This is an optimization exercise on Yosys and OpenROAD, whose aim is small area, not a production implementation. Function was checked by simulation only, so behaviour that the tests miss may differ from the original. No activity file was given, so power comes from the tool's default toggle rates.

### flow/design.v
`timescale 1ns / 1ps
module tomasulo (
    input wire clk,
    input wire reset,
    input wire [11:0] instruction,
    input wire load_instruction,
    input wire loading_complete,
    output wire [15:0] issue,
    output wire [15:0] ex_start,
    output wire [15:0] ex_comp,
    output reg  [15:0] write,
    output wire [15:0] commit
);
    wire [2:0] op = instruction[11:9];
    wire in_k1 = op[2] & ~op[1];
    wire in_k0 = (~op[2] & op[1]) | (op[2] & ~op[1] & op[0]);
    wire in_none = ~(in_k1 | in_k0) & (op != 3'b001);
    wire [10:0] enc = {in_k1, in_k0, instruction[8:1], (in_k1 | in_k0) ? instruction[0] : in_none};
    reg [10:0] q [0:15];
    wire [10:0] head = q[0];
    wire [1:0] hk = head[10:9];
    wire [2:0] hdst = head[8:6];
    wire [2:0] hs1 = head[5:3];
    wire [2:0] hs2 = head[2:0];
    wire is_ld  = (hk == 2'b00) & ~head[0];
    wire is_add = (hk == 2'b01);
    wire is_mul = hk[1];
    wire is_div = hk[0];
    reg [4:0] icnt;
    wire [3:0] tag = icnt[3:0];
    reg [7:0] busy;
    reg [3:0] prod [0:7];
    wire h1 = busy[hs1];
    wire h2 = busy[hs2];
    wire [3:0] d1 = prod[hs1];
    wire [3:0] d2 = prod[hs2];
    reg [1:0] lv; reg lp;
    reg [3:0] lt [0:1]; reg [2:0] ld [0:1];
    reg [1:0] av; reg ap;
    reg [3:0] at [0:1]; reg [2:0] ad [0:1];
    reg ah1 [0:1]; reg ah2 [0:1]; reg [3:0] ad1 [0:1]; reg [3:0] ad2 [0:1];
    reg [1:0] xv; reg xp;
    reg [3:0] xt [0:1]; reg [2:0] xd [0:1]; reg xdiv [0:1];
    reg xh1 [0:1]; reg xh2 [0:1]; reg [3:0] xd1 [0:1]; reg [3:0] xd2 [0:1];
    reg mE, mW; reg [3:0] mtag; reg [2:0] mdst;
    reg aE, aW; reg [3:0] atag; reg [2:0] adst;
    reg [4:0] xc; reg xW; reg [3:0] xtag; reg [2:0] xdst;
    wire xE = |xc;
    wire lv0 = lp ? lv[1] : lv[0];
    wire lv1 = lp ? lv[0] : lv[1];
    wire lsel = lv0 ? lp : ~lp;
    wire av0 = ap ? av[1] : av[0];
    wire av1 = ap ? av[0] : av[1];
    wire asel = av0 ? ap : ~ap;
    wire xv0 = xp ? xv[1] : xv[0];
    wire xv1 = xp ? xv[0] : xv[1];
    wire xsel = xv0 ? xp : ~xp;
    wire lfull = &lv;
    wire afull = &av;
    wire xfull = &xv;
    wire can_issue = loading_complete & ~icnt[4];
    wire iss_l = can_issue & is_ld & ~lfull;
    wire iss_a = can_issue & is_add & ~afull;
    wire iss_x = can_issue & is_mul & ~xfull;
    wire do_issue = iss_l | iss_a | iss_x;
    wire a_rdy = (~ah1[asel] | write[ad1[asel]]) & (~ah2[asel] | write[ad2[asel]]);
    wire x_rdy = (~xh1[xsel] | write[xd1[xsel]]) & (~xh2[xsel] | write[xd2[xsel]]);
    wire st_l = (lv0 | lv1) & ~mE;
    wire st_a = (av0 | av1) & ~aE & a_rdy;
    wire st_x = (xv0 | xv1) & ~xE & x_rdy;
    wire ltgt = lv0 ? ~lp : lp;
    wire atgt = av0 ? ~ap : ap;
    wire xtgt = xv0 ? ~xp : xp;
    wire shift = loading_complete ? do_issue : load_instruction;
    integer k;
    always @(posedge clk) begin
        if (shift) begin
            for (k = 0; k < 15; k = k + 1) q[k] <= q[k + 1];
            q[15] <= enc;
        end
    end
    always @(posedge clk) begin
        if (do_issue) prod[hdst] <= tag;
        if (iss_l) begin lt[ltgt] <= tag; ld[ltgt] <= hdst; end
        if (iss_a) begin
            at[atgt] <= tag; ad[atgt] <= hdst;
            ah1[atgt] <= h1; ah2[atgt] <= h2; ad1[atgt] <= d1; ad2[atgt] <= d2;
        end
        if (iss_x) begin
            xt[xtgt] <= tag; xd[xtgt] <= hdst; xdiv[xtgt] <= is_div;
            xh1[xtgt] <= h1; xh2[xtgt] <= h2; xd1[xtgt] <= d1; xd2[xtgt] <= d2;
        end
        if (st_l) begin mtag <= lt[lsel]; mdst <= ld[lsel]; end
        if (st_a) begin atag <= at[asel]; adst <= ad[asel]; end
        if (st_x) begin xtag <= xt[xsel]; xdst <= xd[xsel]; end
    end
    reg [4:0] ccnt;
    wire do_commit = ~ccnt[4] & write[ccnt[3:0]];
    wire [15:0] mdec = 16'd1 << mtag;
    wire [15:0] adec = 16'd1 << atag;
    wire [15:0] xdec = 16'd1 << xtag;
    assign ex_comp = write | (mW ? mdec : 16'd0) | (aW ? adec : 16'd0) | (xW ? xdec : 16'd0);
    assign ex_start = ex_comp | (mE ? mdec : 16'd0) | (aE ? adec : 16'd0) | (xE ? xdec : 16'd0);
    wire [7:0] bset = do_issue ? (8'd1 << hdst) : 8'd0;
    wire [7:0] bclr = (mW ? (8'd1 << mdst) : 8'd0) | (aW ? (8'd1 << adst) : 8'd0) |
                      (xW ? (8'd1 << xdst) : 8'd0);
    always @(posedge clk or posedge reset) begin
        if (reset) begin
            icnt <= 0; ccnt <= 0; write <= 0; busy <= 0;
            lv <= 0; lp <= 0; av <= 0; ap <= 0; xv <= 0; xp <= 0;
            mE <= 0; mW <= 0; aE <= 0; aW <= 0; xc <= 0; xW <= 0;
        end else begin
            if (do_issue) icnt <= icnt + 5'd1;
            if (do_commit) ccnt <= ccnt + 5'd1;
            write <= ex_comp;
            busy <= (busy | bset) & ~bclr;
            if (iss_l) lv[ltgt] <= 1'b1;
            if (st_l) begin lv[lsel] <= 1'b0; if (lv0 & lv1) lp <= ~lp; end
            if (iss_a) av[atgt] <= 1'b1;
            if (st_a) begin av[asel] <= 1'b0; if (av0 & av1) ap <= ~ap; end
            if (iss_x) xv[xtgt] <= 1'b1;
            if (st_x) begin xv[xsel] <= 1'b0; if (xv0 & xv1) xp <= ~xp; end
            mE <= st_l; mW <= mE;
            aE <= st_a; aW <= aE;
            if (st_x) xc <= xdiv[xsel] ? 5'd24 : 5'd5;
            else if (xE) xc <= xc - 5'd1;
            xW <= (xc == 5'd1);
        end
    end
    genvar g;
    generate
        for (g = 0; g < 16; g = g + 1) begin : therm
            assign issue[g] = icnt > g;
            assign commit[g] = ccnt > g;
        end
    endgenerate
endmodule
### flow/run.sh
#!/bin/bash
# synth_recipe.tcl (not shown) runs the flow's synth.tcl, then flattens the netlist and writes it again
# the make line also repeats each setting of config.mk as NAME=value (left out here)
make -C /OpenROAD-flow-scripts/flow DESIGN_CONFIG=/design/flow/config.mk WORK_HOME=/design/flow/orfs CLKGATE_MAP_FILE= SYNTH_SCRIPT=/design/flow/synth_recipe.tcl finish
### flow/config.mk
export PLATFORM = sky130hd
export DESIGN_NAME = tomasulo
export DESIGN_NICKNAME = tomasulo
export VERILOG_FILES = /design/flow/design.v
export SDC_FILE = /design/flow/constraint.sdc
export NUM_CORES = 4
export LEC_CHECK = 0
export CAP_MARGIN = 20
export CORE_MARGIN = 2
export CORE_UTILIZATION = 40
export SLEW_MARGIN = 20
### flow/constraint.sdc
create_clock -name core_clock -period 10.0 [get_ports {clk}]
set_input_delay 2.0000 -clock core_clock [delete_from_list [all_inputs] [get_ports {clk}]]
set_output_delay 2.0000 -clock core_clock [all_outputs]
set_load 0.01 [all_outputs]
==> impl_metrics.ini, run 1 <==
[worst_setup_path]
r2r_end = xdst[0]
r2r_cells = 8
cp_top_family = buffers and inverters
path_cells = inv_1, ha_1, nand2b_1, nor3_1, buf_4, nor3b_1, a311o_1, clkdlybuf4s50_1
required_ns = 8.00
cpMaxStageDelayCell = nor3b_1
cp.buffers_inverters = 3
startpoint = xc[0]
critPathKind = reg2out
max_stage_delay_ns = 0.56
worst_ep_arrival_time_ns = 2.98
startpoint_type = flip-flop
path_max_fanout = 8
ff2ff_setup_slack_ns = 6.62
endpoint_kind = output port
reg2reg_from = xv[1]

[finish]
fill_cells = 3294
layout-drive-gt1-share = 0.121
nets = 1167
area_growth_pct = 18.6
antenna_cells = 0
multi_input_area_sq_um = 4290
final_core_util = 0.483
seq_area_sq_um = 10800

[drt]
post_drt_wl_per_cell_microns = 19.1
drc_errors = 0
via_count = 9016
wl_met3_microns = 1810
viasPerCell = 5.36
route.layer.met1.wl_microns = 14400
drt-initial-drc-count = 704
ant_nets = 0
dr.pass1.iters = 5
met2_length_microns = 15100
dr.max_layer_used = met4
drt-total-wl_microns = 32100

[logic_synthesis]
synth_fp_nets = 1055
synthTopCellsByArea = edfxtp_1 (61%), dfrtp_1 (8.7%), mux4_2 (4.3%)
synth_area_per_cell_sq_um = 14.9
yosys.area.top_type_share = 0.613
synth_area_sq_um = 15300
ys_ff_latch = 372
synth_cell_types = 71
yosysSeqAreaShare = 0.707
ys_async_sr_fraction = 0.142
ys.flop_type = edfxtp_1
yosys_warnings = 2
yosysMostFrequentCell = edfxtp_1
yosys.area.top_type = edfxtp_1
synth_commonest_cells = edfxtp_1 (313), nand2_1 (123), nor2_1 (63), dfrtp_1 (53), o22ai_1 (36)
synth_cells = 1027
synth_edf_count = 313

[die]
die_x_microns = 200
core_area_sq_um = 37700
die_h_microns = 200
start_util = 0.407
die_area_sq_um = 39900
fp-row-count = 71
num_io_pins = 96

[clocking]
cts_setup_buffers = 0
cts-resized-gates = 0
clk_latency_ns = 0.54
clock-sinks = 372
root_buffer = clkbuf_16
cts_buffers = 40
clk_pin_slew_ns = 0.06
hold_buffers = 0
cts_tree = built
htreeDepth = 2
cts.path.max_buffers = 3

[global_routing]
grt_overflow = 0
grtUsageTotal = 0.163
grt_start_max_net_pins = 183
grt_pass1_vias = 8812
grt_pass1_wl_microns = 50300
antenna_found_initial = 0

[sta]
grt_setup_unrepaired = no
worst_slack_ns = 5.02
post-route-period-util = 0.498
worstMarginPinSlew_ns = 0.981
setup_tns_ns = 0
setup_violations = 0
drv_slew = 0
clock_skew_ns = 0.0251
timing.hold.ws_ns = 0.413
fmax_ghz = 0.201
max_slew_margin = 0.340
finalHoldViolCount = 0
post-route-min-period_ns = 4.98

[power_and_ir_drop]
vdd_ir_drop_max_v = 0.000148
p_leak_nw = 6.38
finalPower_mw = 3.19
powerDensity_nw_per_um2 = 175

[placement]
hpwl_microns = 21200
gp_congestion = 0.878
post-place-ws_ns = 5.01
io_buffers = 95

[job]
maxCapViolations = 0

[worst_hold_path]
min-delay-start = q[5][1]
hold_path_class = reg2reg
hold_path_end = q[4][1]
holdPathStages = 0

[run_status]
outcome = finished clean
cells in the final DEF (no fill, tap or decap), types with 15 or more instances in the layout:
cell and instances:
edfxtp_1 313, nand2_1 123, clkdlybuf4s50_1 95, nor2_1 61
dfrtp_1 53, clkbuf_16 41, o22ai_1 36, nand2b_1 34
o21ai_0 30, mux4_2 29, nor3_1 20, mux2i_1 20
inv_1 18, or3_1 18, mux2_2 18, nor2b_1 16
a21oi_1 15
flip-flops by register name, summed over array words and instances, names as in the netlist, 6 cells and up, named ones only:
| register | cells |
|---|---|
| at | 8 |
| xd | 6 |
| ld | 6 |
| lt | 8 |
| xd2 | 8 |
| ad2 | 8 |
| ad1 | 8 |
| busy | 8 |
| prod | 32 |
| xt | 8 |
| xd1 | 8 |
| write | 16 |
| ad | 6 |
| q | 176 |
where the power goes:
part           total, mW  switching (mW)  internal [mW]
sequential          1.72          0.0144           1.71
clock               1.43           0.603          0.830
combinational     0.0329          0.0205         0.0124
total               3.19           0.638           2.55
worst register-to-register path: cells and delay by family (launching register included):
kind            cells  cell delay [ns]
compound gates      2             0.62
buf+inv             1             0.36
flops               1             0.45
mux                 3             0.98
simple gates        2             0.62
per-layer routing:
metal  global-route usage  up-vias
met5                    0        -
met4               0.0510        0
met3               0.0281       73
met2                0.268      313
met1                0.223     4441
li1                     -     4189
through the flow:
stage          cell area [sq um]  cells
2_1_floorplan              15300   1027
3_3_place_gp               16900   1608
3_5_place_dp               16900   1608
4_1_cts                    18200   1682
5_1_grt                    18200   1682
6_report                   18200   1682
layout make-up:
class	count	area share
clock buffers	55	0.0621
clock inverters	19	0.00991
inverters	21	0.00434
multi-input cells	602	0.236
flip-flops and latches	372	0.597
well taps	511	0.0352
repair buffers	102	0.0559
worst max path at each step:
stage                   endpoint  slack [ns]  depth (start not counted)
finish              ex_start[13]        5.02                          8
global route        ex_start[13]        4.89                          8
CTS                 ex_start[13]        5.05                          8
detailed placement     flip-flop        5.01                          7
global placement       flip-flop        5.16                          7
floorplan              flip-flop        2.51                          3
cells by family (layout without fill, tap and decap cells):
logic type / after synthesis / count (layout) / share of synthesized area
AO/OA/AOI/OAI: 163 / 163 / 0.0737
XOR/XNOR: 11 / 11 / 0.00628
adder cells (fa/ha/maj): 12 / 12 / 0.00979
buffers and inverters: 53 / 197 / 0.0137
flip-flops: 372 / 372 / 0.707
multiplexers: 74 / 74 / 0.0762
AND/OR/NAND/NOR: 342 / 342 / 0.113
==> run 2, diff against run 1 <==
==> flow/flow/run.sh (new file) <==
#!/bin/bash
# Standard ORFS layout (the standard.sh, unchanged synthesis, floorplan,
# power grid and routing) with two changes:
#  - clock tree built from clkbuf_4 cells in small sink clusters, without
#    dummy loads (instead of large clkbuf_16 cells)
#  - the port buffers that buffer_ports inserts use buf_1
# Make's full output goes to standard_finish.log; each ORFS step keeps its
# own log under orfs/logs/.
set -euo pipefail
bash standard.sh \
  'CTS_ARGS=-sink_clustering_enable -repair_clock_nets -dont_use_dummy_load -buf_list sky130_fd_sc_hd__clkbuf_4 -sink_clustering_size 10 -sink_clustering_max_diameter 40' \
  'BUFFER_PORTS_ARGS=-buffer_cell sky130_fd_sc_hd__buf_1' \
  finish > standard_finish.log 2>&1
==> flow/standard.sh (new file) <==
#!/bin/bash
# synth_recipe.tcl (not shown) runs the flow's synth.tcl, then flattens the netlist and writes it again
# the make line also repeats each setting of config.mk as NAME=value (left out here)
make -C /OpenROAD-flow-scripts/flow DESIGN_CONFIG=/design/flow/config.mk WORK_HOME=/design/flow/orfs CLKGATE_MAP_FILE= SYNTH_SCRIPT=/design/flow/synth_recipe.tcl "${@:-finish}"
removed: flow/run.sh
==> run 2 against run 1 <==
Still clean. Clock skew increased by 0.10 ns. Sequential cell count did not move. Utilization down 4.0 points. Cell area fell by 8.3%. Routed wire length increased by 0.32%. Maximum frequency rose by 6.2%. Clock power down 51%. Largest cell class unchanged. Highest routed layer unchanged.
==> impl_metrics.ini, run 2 <==
[sta]
post-route-min-period_ns = 4.69
setup_violations = 0
max_slew_margin = 0.292
setup_tns_ns = 0
worstMarginPinSlew_ns = 1.05
drv_slew = 0
post-route-period-util = 0.469
finalHoldViolCount = 0
clock_skew_ns = 0.126
grt_setup_unrepaired = no
fmax_ghz = 0.213

[global_routing]
grt_pass1_wl_microns = 49900
grt_pass1_vias = 8627
grt_start_max_net_pins = 98
grtUsageTotal = 0.163
antenna_found_initial = 1
grt_overflow = 0

[finish]
fill_cells = 3418
stdcell_count = 1662
multi_input_area_sq_um = 4290
nets = 1180
final_core_util = 0.443
layout-drive-gt1-share = 0.114
layout_commonest_cell = edfxtp_1
regMostFlops = q
area_growth_pct = 8.72
largest_register_ffs = 176
reg.largest.list = q: 176 flops, prod: 32 flops, write: 16 flops
final_cell_mix = edfxtp_1 (313), nand2_1 (123), buf_1 (95)
seq_area_sq_um = 10800

[drt]
via_count = 9116
ant_nets = 0
drt-initial-drc-count = 830
post_drt_wl_per_cell_microns = 19.4
drt-total-wl_microns = 32200
dr.pass1.iters = 6
drc_errors = 0
viasPerCell = 5.48

[worst_setup_path]
path_max_fanout = 8
critPathKind = reg2out
required_ns = 8.00
worst_ep_arrival_time_ns = 2.69
startpoint_type = flip-flop
endpoint_kind = output port

[clocking]
hold_buffers = 0
cts_tree = built
cts.path.max_buffers = 3
cts_buffers = 52
root_buffer = clkbuf_4
cts-resized-gates = 0
cts_setup_buffers = 0
htreeDepth = 2
clock-sinks = 372
clk_latency_ns = 0.73
clk_pin_slew_ns = 0.09

[die]
fp-row-count = 71
die_h_microns = 200
core_area_sq_um = 37700
start_util = 0.407
num_io_pins = 96
die_area_sq_um = 39900
die_x_microns = 200

[power_and_ir_drop]
finalPower_mw = 2.44
p_leak_nw = 5.75
vdd_ir_drop_max_v = 0.000112
powerDensity_nw_per_um2 = 146

[placement]
hpwl_microns = 21500
gp_congestion = 0.840
dp.cells = 1609
io_buffers = 95

[logic_synthesis]
yosys.area.top_type = edfxtp_1
synth_cells = 1027
yosysMostFrequentCell = edfxtp_1
synth_area_per_cell_sq_um = 14.9
ys_ff_latch = 372
ys.flop_type = edfxtp_1
synthTopCellsByArea = edfxtp_1 (61%), dfrtp_1 (8.7%), mux4_2 (4.3%)
synth_commonest_cells = edfxtp_1 (313), nand2_1 (123), nor2_1 (63), dfrtp_1 (53), o22ai_1 (36)
synth_fp_nets = 1055
synth_edf_count = 313
yosys_warnings = 2
yosysSeqAreaShare = 0.707
synth_cell_types = 71
yosys.area.top_type_share = 0.613
synth_area_sq_um = 15300
ys_async_sr_fraction = 0.142

[job]
maxCapViolations = 0

[run_status]
outcome = finished clean

[worst_hold_path]
hold_path_class = reg2reg
[run 2: area by class of cell]
type | instances | area share
diodes | 1 | 0.000150
clock buffers | 52 | 0.0234
inverters | 21 | 0.00473
multi-input cells | 602 | 0.257
flip-flops and latches | 372 | 0.651
well taps | 511 | 0.0384
repair buffers | 103 | 0.0252
[run 2: worst paths after layout]
kind                                from            to  slack [ns]  cells after the start
worst max-delay path               xc[0]  ex_start[13]        5.31                      8
worst min register to register   q[3][5]       q[2][5]        0.39                      0
worst min-delay path             q[3][5]       q[2][5]        0.39                      0
worst max register to register  q[0][10]       q[3][5]        6.52                      6
max in group asynchronous          reset       ccnt[4]        7.93                      3
min in group asynchronous          reset         xc[4]        1.47                      3
[run 2: metal layers]
metal	track usage	part of all wire	vias to the layer above
met5	0	0	-
met3	0.0328	0.068	69
met2	0.255	0.46	365
met1	0.230	0.45	4493
li1	-	-	4189
met4	0.0543	0.024	0
[run 2: cells by family (layout without fill, tap and decap cells)]
kind of cell | count (synthesis) | count (layout) | synth area share
and+or+nand+nor | 342 | 342 | 0.113
buffers and inverters | 53 | 176 | 0.0137
other | 0 | 1 | 0
xor gates and xnor gates | 11 | 11 | 0.00628
AOI/OAI and AO/OA | 163 | 163 | 0.0737
DFF | 372 | 372 | 0.707
muxes | 74 | 74 | 0.0762
adders and majority gates | 12 | 12 | 0.00979
[run 2: power by group]
part	switching, mW	internal, mW	leakage (nW)
registers	0.0144	1.70	3.65
logic	0.0203	0.00842	1.86
clock network	0.458	0.237	0.239
total	0.492	1.95	5.75
[run 2: metrics by stage]
step | cell area, sq um | hold slack [ns] | worst slack (ns)
after global routing | 16700 | 0.395 | 5.11
final | 16700 | 0.390 | 5.31
after CTS | 16700 | 0.386 | 5.29
after floorplan | 15300 | 0.400 | 2.51
after global placement | 16300 | 0.401 | 4.71
after detailed placement | 16300 | 0.405 | 4.49
[run 2: worst max-delay path: stages (launching register included)]
cell and delay (ns):
dfrtp_1 0.37, inv_1 0.08, ha_1 0.21, nand2b_1 0.11
nor3_1 0.08, buf_4 0.18, nor3b_1 0.55, a311o_1 0.26
buf_1 0.16
==> run 3, diff against run 2 <==
--- a/flow/design.v
+++ b/flow/design.v
@@ -26,6 +26,29 @@
     wire is_add = (hk == 2'b01);
     wire is_mul = hk[1];
     wire is_div = hk[0];
+    function [15:0] therm(input [4:0] n);
+        reg o, a, b, c, d, hi, lo;
+        begin
+            o = n[4]; a = n[3]; b = n[2]; c = n[1]; d = n[0];
+            hi = o | a;
+            therm[0]  = hi | b | c | d;
+            therm[1]  = hi | b | c;
+            therm[2]  = hi | b | (c & d);
+            therm[3]  = hi | b;
+            therm[4]  = hi | (b & (c | d));
+            therm[5]  = hi | (b & c);
+            therm[6]  = hi | (b & c & d);
+            therm[7]  = hi;
+            therm[8]  = o | (a & (b | c | d));
+            therm[9]  = o | (a & (b | c));
+            therm[10] = o | (a & (b | (c & d)));
+            therm[11] = o | (a & b);
+            therm[12] = o | (a & b & (c | d));
+            therm[13] = o | (a & b & c);
+            therm[14] = o | (a & b & c & d);
+            therm[15] = o;
+        end
+    endfunction
     reg [4:0] icnt;
     wire [3:0] tag = icnt[3:0];
     reg [7:0] busy;
@@ -122,16 +145,12 @@
             if (st_x) begin xv[xsel] <= 1'b0; if (xv0 & xv1) xp <= ~xp; end
             mE <= st_l; mW <= mE;
             aE <= st_a; aW <= aE;
-            if (st_x) xc <= xdiv[xsel] ? 5'd24 : 5'd5;
-            else if (xE) xc <= xc - 5'd1;
+            if (st_x) xc <= {2'b01, xdiv[xsel], ~xdiv[xsel], 1'b0};
+            else if (xc == 5'd1) xc <= 5'd0;
+            else xc <= {xc[3:0], xc[4] ^ xc[2]};
             xW <= (xc == 5'd1);
         end
     end
-    genvar g;
-    generate
-        for (g = 0; g < 16; g = g + 1) begin : therm
-            assign issue[g] = icnt > g;
-            assign commit[g] = ccnt > g;
-        end
-    endgenerate
+    assign issue = therm(icnt);
+    assign commit = therm(ccnt);
 endmodule
==> run 3 against run 2 <==
Die area shrank 2.4%. Synthesized area down 2.4%. Cell area fell by 2.7%. Highest routed layer unchanged. Sequential power grew 62%. Non-clock buffer count is 1 higher. Clock skew decreased by 0.055 ns. First-iteration DRC count shrank 30%. Synthesized cell count is 4.0% lower. Clock-buffer cell count down 3. Utilization is essentially flat. Critical path type is now in2reg. Still clean on timing, DRC and antenna.
==> impl_metrics.ini, run 3 <==
[run_status]
outcome = finished clean

[global_routing]
grt_overflow = 0
grt_pass1_vias = 8615
antenna_found_initial = 1
grtUsageTotal = 0.165
grt_start_max_net_pins = 77
grt_pass1_wl_microns = 49300

[clocking]
hold_buffers = 0
cts_setup_buffers = 0
clk_latency_ns = 0.71
cts.path.max_buffers = 3
clock-sinks = 372
clk_pin_slew_ns = 0.10
cts_tree = built
cts-resized-gates = 0
root_buffer = clkbuf_4
cts_buffers = 49
htreeDepth = 2

[drt]
drt-total-wl_microns = 31700
dr.pass1.iters = 7
via_count = 8677
viasPerCell = 5.50
drc_errors = 0
post_drt_wl_per_cell_microns = 20.1
ant_nets = 0
drt-initial-drc-count = 581

[sta]
fmax_ghz = 0.204
drv_slew = 0
grt_setup_unrepaired = no
post-route-min-period_ns = 4.90
clock_skew_ns = 0.0711
max_slew_margin = 0.308
setup_violations = 0
worstMarginPinSlew_ns = 1.03
worst_slack_ns = 5.10
finalHoldViolCount = 0
setup_tns_ns = 0
post-route-period-util = 0.490

[logic_synthesis]
synth_fp_nets = 1008
ys_ff_latch = 372
yosysMostFrequentCell = edfxtp_1
yosysSeqAreaShare = 0.725
synthTopCellsByArea = edfxtp_1 (63%), dfrtp_1 (8.9%), mux4_2 (4.1%)
synth_commonest_cells = edfxtp_1 (313), nand2_1 (100), nor2_1 (71), dfrtp_1 (53), o22ai_1 (36)
synth_cell_types = 71
yosys_warnings = 2
synth_cells = 986
yosys.area.top_type_share = 0.628
synth_area_per_cell_sq_um = 15.2
ys.flop_type = edfxtp_1
ys_async_sr_fraction = 0.142
yosys.area.top_type = edfxtp_1
synth_area_sq_um = 15000
synth_edf_count = 313

[die]
fp-row-count = 70
die_area_sq_um = 39000
start_util = 0.408
core_area_sq_um = 36700
die_h_microns = 197
num_io_pins = 96
die_x_microns = 197

[finish]
largest_register_ffs = 176
fill_cells = 3324
reg.largest.list = q: 176 flops, prod: 32 flops, write: 16 flops
regMostFlops = q
area_growth_pct = 8.44
layout-drive-gt1-share = 0.121
final_cell_mix = edfxtp_1 (313), nand2_1 (100), buf_1 (95)
nets = 1134
layout_commonest_cell = edfxtp_1

[placement]
hpwl_microns = 21500
post-place-ws_ns = 4.26
io_buffers = 95
gp_congestion = 0.949

[job]
maxCapViolations = 0

[worst_hold_path]
holdPathStages = 0
hold_path_class = reg2reg

[power_and_ir_drop]
p_seq_frac = 0.551
internal-power_mw = 3.20
powerDensity_nw_per_um2 = 311
p_leak_nw = 5.54
vdd_ir_drop_max_v = 0.000136
comb_power_share = 0.313
p_sw_frac = 0.365
clkPwrFrac = 0.136
switchingPower_mw = 1.84

[worst_setup_path]
r2r_cells = 6
path_max_fanout = 76
worst_ep_arrival_time_ns = 5.24
endpoint_kind = flip-flop
required_ns = 10.34
critPathKind = in2reg
startpoint_type = input pin
[run 3: final timing paths]
check	startpoint	end	slack, ns
worst max-delay path	loading_complete	q[1][5]	5.10
worst min-delay path	q[13][10]	q[12][10]	0.40
worst max register to register	xv[1]	q[1][5]	5.92
worst min register to register	q[13][10]	q[12][10]	0.40
max in group asynchronous	reset	write[2]	7.98
min in group asynchronous	reset	mE	1.49
[run 3: power by group through the flow]
stage	combinational (mW)	clock (mW)	sequential, mW
6_report	1.58	0.686	2.78
5_1_grt	1.74	0.775	2.84
4_1_cts	1.59	0.720	2.79
3_5_place_dp	1.59	0	2.81
3_3_place_gp	1.57	0	2.80
2_1_floorplan	1.19	0	2.64
[run 3: logic make-up (layout without fill, tap and decap cells)]
logic type,Yosys count,after routing,synth area share
other,0,1,0
adder cells (fa/ha/maj),6,6,0.00502
flip-flops,372,372,0.725
XOR/XNOR,7,7,0.00410
AND/OR/NAND/NOR,320,320,0.105
buffers and inverters,57,181,0.0159
multiplexers,77,77,0.0767
AO/OA/AOI/OAI,147,147,0.0685
[run 3: layer usage]
layer / up-vias / global-route usage / share of wire
met5: - / 0 / 0
met4: 0 / 0.0551 / 0.024
met3: 52 / 0.0304 / 0.051
met2: 266 / 0.290 / 0.50
met1: 4317 / 0.206 / 0.42
li1: 4042 / - / -
[run 3: layout make-up]
| cell class | instances | area [sq um] | area share |
|---|---|---|---|
| diodes | 1 | 2.50 | 0.000154 |
| clock buffers | 49 | 368 | 0.0227 |
| inverters | 28 | 105 | 0.00648 |
| multi-input cells | 557 | 3890 | 0.240 |
| flip-flops and latches | 372 | 10800 | 0.669 |
| well taps | 468 | 586 | 0.0361 |
| repair buffers | 104 | 424 | 0.0261 |
[run 3: critical path, stage by stage]
cell	delay [ns]
buf_1	0.09
inv_1	0.07
or4b_2	0.70
nand3_1	0.29
a21o_4	0.71
buf_4	0.63
buf_4	0.66
[run 3: per-stage QoR]
step	power (mW)	util	cell area (sq um)	cells	hold WS, ns
4_1_cts	5.10	0.442	16200	1578	0.391
3_5_place_dp	4.40	0.432	15900	1529	0.377
5_1_grt	5.36	0.442	16200	1579	0.412
2_1_floorplan	3.83	-	15000	986	0.395
6_report	5.04	0.442	16200	1579	0.396
3_3_place_gp	4.38	0.432	15900	1529	0.356
==> run 4, diff against run 3 <==
==> flow/flow/run.sh (replaced) <==
#!/bin/bash
# Standard ORFS layout through the standard.sh with three changes:
#  - synthesis: flow/synth.tcl = the standard flow's synthesis script, but ABC maps with
#    flow/area.script (area-oriented); flip-flop mapping is untouched
#  - clock tree built from clkbuf_4 cells in small sink clusters, without
#    dummy loads (instead of large clkbuf_16 cells)
#  - the port buffers that buffer_ports inserts use buf_1
# Make's full output goes to standard_finish.log; each ORFS step keeps its
# own log under orfs/logs/.
set -euo pipefail
W=$(pwd)
export FLOW_ABC_SCRIPT="$W/flow/area.script"
bash standard.sh \
  "SYNTH_SCRIPT=$W/flow/synth.tcl" \
  'CTS_ARGS=-sink_clustering_enable -repair_clock_nets -dont_use_dummy_load -buf_list sky130_fd_sc_hd__clkbuf_4 -sink_clustering_size 10 -sink_clustering_max_diameter 40' \
  'BUFFER_PORTS_ARGS=-buffer_cell sky130_fd_sc_hd__buf_1' \
  finish > standard_finish.log 2>&1
==> flow/flow/area.script (new file) <==
&get -n
&st
&dch
&nf -R 1000 -p -a
&st
&syn2
&if -g -K 6
&synch2
&nf -R 1000 -p -a
&st
&dch
&nf -R 1000 -p -a
&put
==> flow/flow/synth.tcl (new file) <==
# The standard synthesis script (synth_recipe.tcl), with one change: the
# ABC technology-mapping call uses flow/area.script (area-oriented mapping)
# instead of ORFS's abc_speed.script. Everything before ABC (including
# flip-flop mapping) is unchanged, so the registers are the same.
proc synth {args} { yosys synth -nofsm -noshare {*}$args }
proc abc {args} {
  set i [lsearch -exact $args -script]
  if {$i >= 0 && [info exists ::env(FLOW_ABC_SCRIPT)]} {
    lset args [expr {$i + 1}] $::env(FLOW_ABC_SCRIPT)
  }
  yosys abc {*}$args
}
source $::env(SCRIPTS_DIR)/synth.tcl
# left out here: clear keep_hierarchy, flatten, clean up, hide names made inside functions, write 1_2_yosys.v
==> run 4 against run 3 <==
Largest cell class unchanged. Sequential power shrank 38%. Maximum frequency up 5.7%. Sequential cell count unchanged. Via count fell by 5.4%. Still clean.
==> impl_metrics.ini, run 4 <==
[global_routing]
grt_overflow = 0
grt_start_max_net_pins = 183
antenna_found_initial = 1
grt_pass1_vias = 8064
grt_pass1_wl_microns = 45800
grtUsageTotal = 0.156

[die]
die_x_microns = 194
die_area_sq_um = 37700
num_io_pins = 96
fp-row-count = 69
die_h_microns = 194
core_area_sq_um = 35600
start_util = 0.406

[drt]
route.layer.met1.wl_microns = 12900
drc_errors = 0
wl_met3_microns = 2220
via_count = 8205
met2_length_microns = 13600
ant_nets = 0
drt-total-wl_microns = 29500
post_drt_wl_per_cell_microns = 19.6
dr.pass1.iters = 5
dr.max_layer_used = met4
drt-initial-drc-count = 557
viasPerCell = 5.45

[clocking]
clock-sinks = 372
cts.path.max_buffers = 3
cts_buffers = 49
cts-resized-gates = 0
clk_latency_ns = 0.72
htreeDepth = 2
cts_setup_buffers = 0
hold_buffers = 0
cts_tree = built
clk_pin_slew_ns = 0.09
root_buffer = clkbuf_4

[logic_synthesis]
synth_area_per_cell_sq_um = 16.1
yosys.area.top_type_share = 0.651
yosysMostFrequentCell = edfxtp_1
yosys_warnings = 2
yosysSeqAreaShare = 0.751
ys_ff_latch = 372
ys_async_sr_fraction = 0.142
synth_commonest_cells = edfxtp_1 (313), nand2_1 (92), nor2_1 (59), a21oi_1 (54), dfrtp_1 (53)
synthTopCellsByArea = edfxtp_1 (65%), dfrtp_1 (9.2%), mux4_2 (3.7%)
synth_area_sq_um = 14400
ys.flop_type = edfxtp_1
synth_cells = 896
synth_fp_nets = 918
synth_edf_count = 313
yosys.area.top_type = edfxtp_1
synth_cell_types = 56

[sta]
setup_tns_ns = 0
post-route-period-util = 0.463
worst_slack_ns = 5.37
post-route-min-period_ns = 4.63
clock_skew_ns = 0.118
setup_violations = 0
drv_slew = 0
grt_setup_unrepaired = no
finalHoldViolCount = 0
max_slew_margin = 0.309
fmax_ghz = 0.216
worstMarginPinSlew_ns = 1.04

[worst_setup_path]
required_ns = 8.00
reg2reg_from = xp
path_max_fanout = 4
cp_top_family = simple AND/OR/NAND/NOR gates
critPathKind = reg2out
r2r_end = xc[1]
startpoint_type = flip-flop
ff2ff_setup_slack_ns = 6.09
cp.buffers_inverters = 1
path_cells = or4_1, nor2_1, nor3b_1, a211o_1, buf_1
worst_ep_arrival_time_ns = 2.63
r2r_cells = 10
endpoint_kind = output port
cpMaxStageDelayCell = or4_1
max_stage_delay_ns = 0.60

[worst_hold_path]
holdPathStages = 0
hold_path_end = xc[4]
hold_path_class = reg2reg
min-delay-start = xc[3]

[placement]
post-place-ws_ns = 5.52
hpwl_microns = 19200
io_buffers = 95
gp_congestion = 0.902

[run_status]
outcome = finished clean

[finish]
nets = 1067
final_cell_mix = edfxtp_1 (313), buf_1 (95), nand2_1 (92)
reg.largest.list = q: 176 flops, prod: 32 flops, write: 16 flops
layout_commonest_cell = edfxtp_1
largest_register_ffs = 176
layout-drive-gt1-share = 0.0815
area_growth_pct = 9.46
regMostFlops = q

[power_and_ir_drop]
p_sw_frac = 0.201
internal-power_mw = 1.94
clkPwrFrac = 0.279
p_seq_frac = 0.709
p_leak_nw = 5.33
comb_power_share = 0.012
powerDensity_nw_per_um2 = 153
vdd_ir_drop_max_v = 0.000108
switchingPower_mw = 0.486

[job]
maxCapViolations = 0
-- run 4: cell types whose count changed after synthesis, moves of 12 or more --
cell      delta
inv_1       -25
o22ai_1     -16
clkbuf_1    -17
mux2_2      -28
nor2_1      -12
clkinv_1    +20
o221ai_1    +16
mux2_1      +32
a21oi_1     +50
nand3_1     -15
or3_1       -14
-- run 4: area by class of cell --
cell class | instances | area, sq um
Multi-Input combinational cell | 499 | 3520
Clock buffer | 49 | 368
Inverter | 22 | 82.6
Timing Repair Buffer | 101 | 414
Sequential cell | 372 | 10800
Fill cell | 3173 | 19800
Antenna cell | 1 | 2.50
Tap cell | 461 | 577
-- run 4: worst max path at each step --
stage	start	endpoint	slack, ns	depth (start not counted)
floorplan	load_instruction	flip-flop	2.70	3
global placement	loading_complete	flip-flop	5.58	7
detailed placement	loading_complete	flip-flop	5.52	7
CTS	icnt[2]	issue[10]	5.31	4
global route	icnt[2]	issue[10]	5.22	4
finish	xc[1]	ex_start[6]	5.37	5
-- run 4: worst register-to-register path, delay by kind of cell (launching register included) --
kind,cells,cell delay [ns]
mux,1,0.36
simple gates,1,0.16
buf+inv,1,0.54
compound gates,7,2.29
flops,1,0.44
-- run 4: cell families (layout without fill, tap and decap cells) --
| group | Yosys count | after routing | synth area share |
|---|---|---|---|
| buffers and inverters | 25 | 172 | 0.00701 |
| multiplexers | 81 | 81 | 0.0797 |
| AND/OR/NAND/NOR | 239 | 239 | 0.0788 |
| flip-flops | 372 | 372 | 0.751 |
| XOR/XNOR | 9 | 9 | 0.00546 |
| adder cells (fa/ha/maj) | 6 | 6 | 0.00520 |
| AO/OA/AOI/OAI | 164 | 164 | 0.0732 |
| other | 0 | 1 | 0 |
-- run 4: per-layer routing --
metal	GRT usage	vias to the layer above
li1	-	3810
met1	0.212	3989
met2	0.245	340
met3	0.0357	66
met4	0.0623	0
met5	0	-
-- run 4: through the flow --
stage	cell area, sq um	hold WS [ns]	utilization	instances	power (mW)
floorplan	14500	0.400	-	896	1.77
global placement	15400	0.356	0.434	1455	1.78
detailed placement	15400	0.374	0.434	1455	1.78
CTS	15800	0.379	0.444	1504	2.47
global route	15800	0.390	0.445	1505	2.53
finish	15800	0.382	0.445	1505	2.42
-- run 4: power groups by stage --
stage / Clock (mW) / Combinational, mW / Sequential (mW)
finish: 0.675 / 0.0285 / 1.72
global route: 0.774 / 0.0323 / 1.72
CTS: 0.718 / 0.0297 / 1.72
detailed placement: 0 / 0.0300 / 1.75
global placement: 0 / 0.0292 / 1.75
floorplan: 0 / 0.0200 / 1.75
==> run 5, diff against run 4 <==
--- a/flow/design.v
+++ b/flow/design.v
@@ -52,11 +52,23 @@
     reg [4:0] icnt;
     wire [3:0] tag = icnt[3:0];
     reg [7:0] busy;
-    reg [3:0] prod [0:7];
+    reg [31:0] prod;             
+    function [3:0] prod_of(input [31:0] p, input [2:0] r);
+        case (r)
+            3'd0: prod_of = p[3:0];
+            3'd1: prod_of = p[7:4];
+            3'd2: prod_of = p[11:8];
+            3'd3: prod_of = p[15:12];
+            3'd4: prod_of = p[19:16];
+            3'd5: prod_of = p[23:20];
+            3'd6: prod_of = p[27:24];
+            default: prod_of = p[31:28];
+        endcase
+    endfunction
     wire h1 = busy[hs1];
     wire h2 = busy[hs2];
-    wire [3:0] d1 = prod[hs1];
-    wire [3:0] d2 = prod[hs2];
+    wire [3:0] d1 = prod_of(prod, hs1);
+    wire [3:0] d2 = prod_of(prod, hs2);
     reg [1:0] lv; reg lp;
     reg [3:0] lt [0:1]; reg [2:0] ld [0:1];
     reg [1:0] av; reg ap;
@@ -78,6 +90,9 @@
     wire xv0 = xp ? xv[1] : xv[0];
     wire xv1 = xp ? xv[0] : xv[1];
     wire xsel = xv0 ? xp : ~xp;
+    reg msel, asel_q;
+    wire lsel_u = mE ? msel : lsel;
+    wire asel_u = aE ? asel_q : asel;
     wire lfull = &lv;
     wire afull = &av;
     wire xfull = &xv;
@@ -103,7 +118,17 @@
         end
     end
     always @(posedge clk) begin
-        if (do_issue) prod[hdst] <= tag;
+        if (do_issue)
+            case (hdst)
+                3'd0: prod[3:0] <= tag;
+                3'd1: prod[7:4] <= tag;
+                3'd2: prod[11:8] <= tag;
+                3'd3: prod[15:12] <= tag;
+                3'd4: prod[19:16] <= tag;
+                3'd5: prod[23:20] <= tag;
+                3'd6: prod[27:24] <= tag;
+                default: prod[31:28] <= tag;
+            endcase
         if (iss_l) begin lt[ltgt] <= tag; ld[ltgt] <= hdst; end
         if (iss_a) begin
             at[atgt] <= tag; ad[atgt] <= hdst;
@@ -113,8 +138,8 @@
             xt[xtgt] <= tag; xd[xtgt] <= hdst; xdiv[xtgt] <= is_div;
             xh1[xtgt] <= h1; xh2[xtgt] <= h2; xd1[xtgt] <= d1; xd2[xtgt] <= d2;
         end
-        if (st_l) begin mtag <= lt[lsel]; mdst <= ld[lsel]; end
-        if (st_a) begin atag <= at[asel]; adst <= ad[asel]; end
+        msel <= lsel_u; mtag <= lt[lsel_u]; mdst <= ld[lsel_u];
+        asel_q <= asel_u; atag <= at[asel_u]; adst <= ad[asel_u];
         if (st_x) begin xtag <= xt[xsel]; xdst <= xd[xsel]; end
     end
     reg [4:0] ccnt;
==> run 5 against run 4 <==
Clock-buffer cell count fell by 1. Sequential share of layout area fell by 0.56 points. Routed wire length rose by 2.2%. Worst hold slack got worse by 0.010 ns. Register-to-register slack improved by 0.13 ns. Combinational power rose to 51 times the previous value. Sequential power rose by 57%. Power rose by 98%. First-iteration DRC count rose by 16%. Synthesized area fell by 1.3%. Utilization fell by 0.22 points.
==> impl_metrics.ini, run 5 <==
[run_status]
outcome = finished clean

[power_and_ir_drop]
internal-power_mw = 3.03
vdd_ir_drop_max_v = 0.000159
switchingPower_mw = 1.77
p_seq_frac = 0.563
p_leak_nw = 5.28
powerDensity_nw_per_um2 = 307
p_sw_frac = 0.369
comb_power_share = 0.300
clkPwrFrac = 0.137
finalPower_mw = 4.80

[die]
start_util = 0.404
die_x_microns = 193
die_area_sq_um = 37200
die_h_microns = 193
num_io_pins = 96
core_area_sq_um = 35300
fp-row-count = 69

[worst_hold_path]
hold_path_class = reg2reg
holdPathStages = 0

[clocking]
htreeDepth = 2
cts_buffers = 48
cts-resized-gates = 0
hold_buffers = 0
cts_setup_buffers = 0
root_buffer = clkbuf_4
clock-sinks = 368
cts_tree = built
clk_pin_slew_ns = 0.10
cts.path.max_buffers = 3
clk_latency_ns = 0.71

[logic_synthesis]
yosys.area.top_type_share = 0.630
yosys_warnings = 2
synth_edf_count = 299
ys_ff_latch = 368
yosysMostFrequentCell = edfxtp_1
synthTopCellsByArea = edfxtp_1 (63%), dfrtp_1 (9.3%), nand2_1 (2.4%)
ys_async_sr_fraction = 0.144
yosysSeqAreaShare = 0.745
synth_area_sq_um = 14300
synth_fp_nets = 964
synth_commonest_cells = edfxtp_1 (299), nand2_1 (92), a21oi_1 (64), nor2_1 (64), dfrtp_1 (53)
synth_cell_types = 53
synth_cells = 942
synth_area_per_cell_sq_um = 15.1
yosys.area.top_type = edfxtp_1
ys.flop_type = edfxtp_1

[placement]
gp_congestion = 0.892
dp.cells = 1504
hpwl_microns = 20100
placed_area_sq_um = 15300
io_buffers = 95
post-place-ws_ns = 5.08

[worst_setup_path]
path_max_fanout = 5
r2r_cells = 14
startpoint_type = flip-flop
critPathKind = reg2out
endpoint_kind = output port
required_ns = 8.00
worst_ep_arrival_time_ns = 2.82

[sta]
timing.hold.ws_ns = 0.372
drv_slew = 0
clock_skew_ns = 0.0665
setup_violations = 0
finalHoldViolCount = 0
worstMarginPinSlew_ns = 1.01
max_slew_margin = 0.324
grt_setup_unrepaired = no
post-route-period-util = 0.482
worst_slack_ns = 5.18
fmax_ghz = 0.207
setup_tns_ns = 0
post-route-min-period_ns = 4.82

[finish]
layout_commonest_cell = edfxtp_1
area_growth_pct = 9.57
regMostFlops = q
layout-drive-gt1-share = 0.0669
final_core_util = 0.442
multi_input_area_sq_um = 3510
largest_register_ffs = 176
nets = 1115
stdcell_count = 1553
seq_area_sq_um = 10600
final_cell_mix = edfxtp_1 (299), buf_1 (95), nand2_1 (92)
fill_cells = 3163
reg.largest.list = q: 176 flops, prod: 32 flops, write: 16 flops
final_cell_area_sq_um = 15600

[global_routing]
antenna_found_initial = 1
grt_start_max_net_pins = 62
grt_pass1_vias = 7969
grt_overflow = 0
grt_pass1_wl_microns = 46000
grtUsageTotal = 0.164

[job]
maxCapViolations = 0

[drt]
drt-total-wl_microns = 30200
drt-initial-drc-count = 645
drc_errors = 0
ant_nets = 0
post_drt_wl_per_cell_microns = 19.4
viasPerCell = 5.39
dr.pass1.iters = 5
via_count = 8378
run 5: changes by cell type in the layout (fill, tap and decap cells not counted), moves of 10 or more:
cell,previous run,this run
a21oi_1,53,64
clkinv_1,21,32
dfxtp_1,6,16
edfxtp_1,313,299
mux4_2,24,12
nor3_1,11,23
o21ai_0,27,37
o22ai_1,20,7
run 5: per-layer routing:
layer	GRT usage	up-vias	wire length, microns
met3	0.0295	63	1910
met5	0	-	0
met2	0.248	287	13400
li1	-	3924	-
met1	0.242	4104	14200
met4	0.0502	0	648
run 5: path summary, 6_finish.rpt:
path	from	end	slack, ns
worst max-delay path	mW	ex_start[4]	5.18
worst min-delay path	q[15][4]	q[14][4]	0.37
worst max register to register	xv[0]	xp	6.22
worst min register to register	q[15][4]	q[14][4]	0.37
max in group asynchronous	reset	write[12]	7.97
min in group asynchronous	reset	busy[3]	1.47
run 5: cells by family after synthesis:
group / Yosys count / synth area share
flip-flops: 368 / 0.745
AND/OR/NAND/NOR: 255 / 0.0820
AO/OA/AOI/OAI: 193 / 0.0861
multiplexers: 75 / 0.0658
buffers and inverters: 36 / 0.0100
XOR/XNOR: 9 / 0.00553
adder cells (fa/ha/maj): 6 / 0.00527
run 5: power groups by stage:
stage / combinational (mW) / sequential, mW / clock (mW)
floorplan: 0.986 / 2.60 / 0
global placement: 1.43 / 2.72 / 0
finish: 1.44 / 2.70 / 0.657
global route: 1.61 / 2.76 / 0.754
detailed placement: 1.44 / 2.73 / 0
CTS: 1.44 / 2.70 / 0.696
run 5: worst max-delay path, stage by stage (launching register included):
cell and delay [ns]:
dfrtp_1 0.43, nand2_1 0.17, or2_0 0.32, o311ai_0 0.80, a221oi_1 0.10, o21ai_0 0.14, buf_1 0.17
run 5: final cells by class:
class                           instances  share of cell area
Antenna cell                            1            0.000160
Timing Repair Buffer                  104              0.0272
Tap cell                              461              0.0369
Inverter                               33             0.00793
Clock buffer                           48              0.0231
Multi-Input combinational cell        538               0.225
Sequential cell                       368               0.680
==> run 6, diff against run 5 <==
==> flow/flow/area.script (replaced) <==
&get -n
&st
&dch
&nf -R 1000 -p -a -A 6 -F 6
&st
&syn2
&if -g -K 6
&synch2
&nf -R 1000 -p -a -A 6 -F 6
&st
&dch
&nf -R 1000 -p -a -A 6 -F 6
&put
==> run 6 against run 5 <==
Utilization is 0.064 points lower. Maximum frequency is 0.27% higher. Die area is 0.23% lower. Sequential share of layout area is 0.098 points higher. Sequential cell count stayed put. Register-to-register slack better by 0.02 ns.
==> impl_metrics.ini, run 6 <==
[die]
core_area_sq_um = 35300
die_area_sq_um = 37100
die_x_microns = 193
die_h_microns = 193
fp-row-count = 69
start_util = 0.403
num_io_pins = 96

[power_and_ir_drop]
p_leak_nw = 5.27
powerDensity_nw_per_um2 = 305
switchingPower_mw = 1.73
clkPwrFrac = 0.140
vdd_ir_drop_max_v = 0.000264
comb_power_share = 0.297
finalPower_mw = 4.76
p_seq_frac = 0.564
p_sw_frac = 0.363
internal-power_mw = 3.03

[global_routing]
antenna_found_initial = 1
grt_start_max_net_pins = 90
grtUsageTotal = 0.156
grt_overflow = 0
grt_pass1_vias = 8107
grt_pass1_wl_microns = 44400

[logic_synthesis]
synth_cell_types = 51
yosys_warnings = 2
synth_fp_nets = 939
synth_adder_area_share = 0.00528
synth_commonest_cells = edfxtp_1 (299), nand2_1 (72), nor2_1 (64), dfrtp_1 (53), a21oi_1 (51)
synth_area_per_cell_sq_um = 15.5
ys.flop_type = edfxtp_1
synth_mux_area_frac = 0.0747
ys_async_sr_fraction = 0.144
synth_edf_count = 299
synthTopCellsByArea = edfxtp_1 (63%), dfrtp_1 (9.3%), mux2i_1 (3.0%)
synth_xor_area_frac = 0.00554
synth_top_family_by_area = compound AO/OA/AOI/OAI gates
synth_area_sq_um = 14200
yosys.area.top_type_share = 0.631
yosys.area.top_type = edfxtp_1
synth_cells = 917
yosysMostFrequentCell = edfxtp_1
synth-compound-area-share = 0.0834
ys_ff_latch = 368
yosysSeqAreaShare = 0.747
synth-simple-area-share = 0.0740

[drt]
drt-total-wl_microns = 28600
post_drt_wl_per_cell_microns = 18.7
drc_errors = 0
ant_nets = 0
viasPerCell = 5.42
dr.pass1.iters = 5
drt-initial-drc-count = 703
via_count = 8293

[finish]
final_core_util = 0.442
stdcell_count = 1529
reg.largest.list = q: 176 flops, prod: 32 flops, write: 16 flops
area_growth_pct = 9.67
final_cell_mix = edfxtp_1 (299), buf_1 (95), nand2_1 (72)
nets = 1091
regMostFlops = q
layout-drive-gt1-share = 0.0712
layout_commonest_cell = edfxtp_1
largest_register_ffs = 176

[worst_setup_path]
endpoint_kind = flip-flop
worst_ep_arrival_time_ns = 5.12
r2r_cells = 11
cpMaxStageDelayCell = buf_4
r2r_end = xp
crit_top_cell = nand3_1
required_ns = 10.31
path_max_fanout = 89
path_cells = buf_1, clkinv_1, nor3_1, nand3_1, nand3_1, a21o_4, buf_4
critPathKind = in2reg
max_stage_delay_ns = 0.92
startpoint_type = input pin
reg2reg_from = xv[0]
ff2ff_setup_slack_ns = 6.24

[sta]
post-route-period-util = 0.481
fmax_ghz = 0.208
worstMarginPinSlew_ns = 1.06
grt_setup_unrepaired = no
finalHoldViolCount = 0
drv_slew = 0
post-route-min-period_ns = 4.81
setup_violations = 0
clock_skew_ns = 0.0581
max_slew_margin = 0.275
setup_tns_ns = 0

[placement]
hpwl_microns = 18800
io_buffers = 95
gp_congestion = 0.919
dp.cells = 1478

[worst_hold_path]
hold_path_class = reg2reg
holdPathStages = 0
hold_path_end = q[12][4]
min-delay-start = q[13][4]

[clocking]
root_buffer = clkbuf_4
hold_buffers = 0
clock-sinks = 368
clk_pin_slew_ns = 0.10
cts_tree = built
clk_latency_ns = 0.68
cts.path.max_buffers = 3
htreeDepth = 2
cts_setup_buffers = 0
cts_buffers = 50
cts-resized-gates = 0

[run_status]
outcome = finished clean

[job]
maxCapViolations = 0
## run 6: worst max-delay path by stage
| stage | startpoint | endpoint | slack [ns] | depth (start not counted) |
|---|---|---|---|---|
| floorplan | loading_complete | q[0][0] | 3.19 | 5 |
| global placement | loading_complete | q[0][0] | 4.73 | 7 |
| detailed placement | loading_complete | q[1][0] | 4.54 | 7 |
| CTS | xc[3] | ex_start[6] | 5.17 | 6 |
| global route | loading_complete | q[2][0] | 4.95 | 7 |
| finish | loading_complete | q[7][0] | 5.19 | 7 |
## run 6: cell families (layout without fill, tap and decap cells)
| logic type | after synthesis | in the layout |
|---|---|---|
| other | 0 | 1 |
| adders and majority gates | 6 | 6 |
| xor gates and xnor gates | 9 | 9 |
| DFF | 368 | 368 |
| and+or+nand+nor | 229 | 229 |
| buffers and inverters | 36 | 186 |
| AOI/OAI and AO/OA | 183 | 183 |
| muxes | 86 | 86 |
## run 6: power by group through the flow
stage	sequential, mW	combinational [mW]	clock [mW]
2_1_floorplan	2.59	0.984	0
3_3_place_gp	2.71	1.40	0
3_5_place_dp	2.72	1.41	0
4_1_cts	2.69	1.41	0.703
5_1_grt	2.75	1.58	0.772
6_report	2.68	1.41	0.666
## run 6: area by class of cell
cell class	count	area [sq um]
fill	3163	19700
sequential	368	10600
multi-input combinational	513	3480
tap	461	577
timing repair buffer	103	417
clock buffer	50	375
inverter	33	124
antenna	1	2.50
## run 6: critical path, delay by kind of cell
| kind | cells | cell delay (ns) |
|---|---|---|
| buffers and inverters | 3 | 1.14 |
| AOI/OAI and AO/OA | 1 | 0.82 |
| and+or+nand+nor | 3 | 1.05 |
## run 6: per-stage QoR
stage          cell area, sq um  setup slack (ns)  hold slack (ns)
4_1_cts                   15600              5.17            0.361
3_5_place_dp              15200              4.54            0.377
2_1_floorplan             14200              3.19            0.400
6_report                  15600              5.19            0.359
5_1_grt                   15600              4.95            0.371
3_3_place_gp              15200              4.73            0.353
## run 6: per-layer routing
metal / share of wire / routed length (microns) / track usage / up-vias
met5: 0 / 0 / 0 / -
met4: 0.025 / 724 / 0.0581 / 0
met3: 0.063 / 1790 / 0.0355 / 68
met2: 0.44 / 12600 / 0.232 / 283
met1: 0.47 / 13500 / 0.225 / 4085
li1: - / - / - / 3857

## re-timing with driven ports
The results above use ideal ports. As a check the final layouts listed here were re-extracted and re-timed, cells and wires unchanged.
Step 1, drivers: a clkbuf_16 drives clk and a buf_2 each remaining input, both assumed.
Step 2 moves the port delays by t, midway between the first and last clock arrival at a register: inputs arrive t later, outputs are due t later. That takes back most of the time a late clock gives input paths.
Three values: ideal, step 1, step 2; two values: the first two.
| run | shift t [ns] | slack for setup (ns) | worst hold slack (ns) | worst setup path after step 2 | worst slew at a driven data input, ns |
|---|---|---|---|---|---|
| run 1 | 0.583 | 5.019 / 4.969 / 5.005 | 0.413 / 0.413 / 0.413 | input to register | 0.04 |
| run 2 | 0.717 | 5.309 / 5.261 / 4.801 | 0.390 / 0.390 / 0.390 | input to register | 0.05 |
| run 3 | 0.717 | 5.103 / 5.121 / 4.404 | 0.396 / 0.396 / 0.396 | input to register | 0.03 |
| run 4 | 0.703 | 5.368 / 5.323 / 5.435 | 0.382 / 0.382 / 0.382 | input to register | 0.05 |
| run 5 | 0.716 | 5.176 / 5.130 / 5.098 | 0.372 / 0.372 / 0.372 | input to register | 0.04 |
| run 6 | 0.705 | 5.189 / 5.172 / 4.493 | 0.359 / 0.359 / 0.359 | input to register | 0.04 |
After both steps setup and hold are still met in every run listed. For run 3, which loses most, drivers alone change the setup slack by +0.018 ns; drivers and shift together by -0.699 ns.
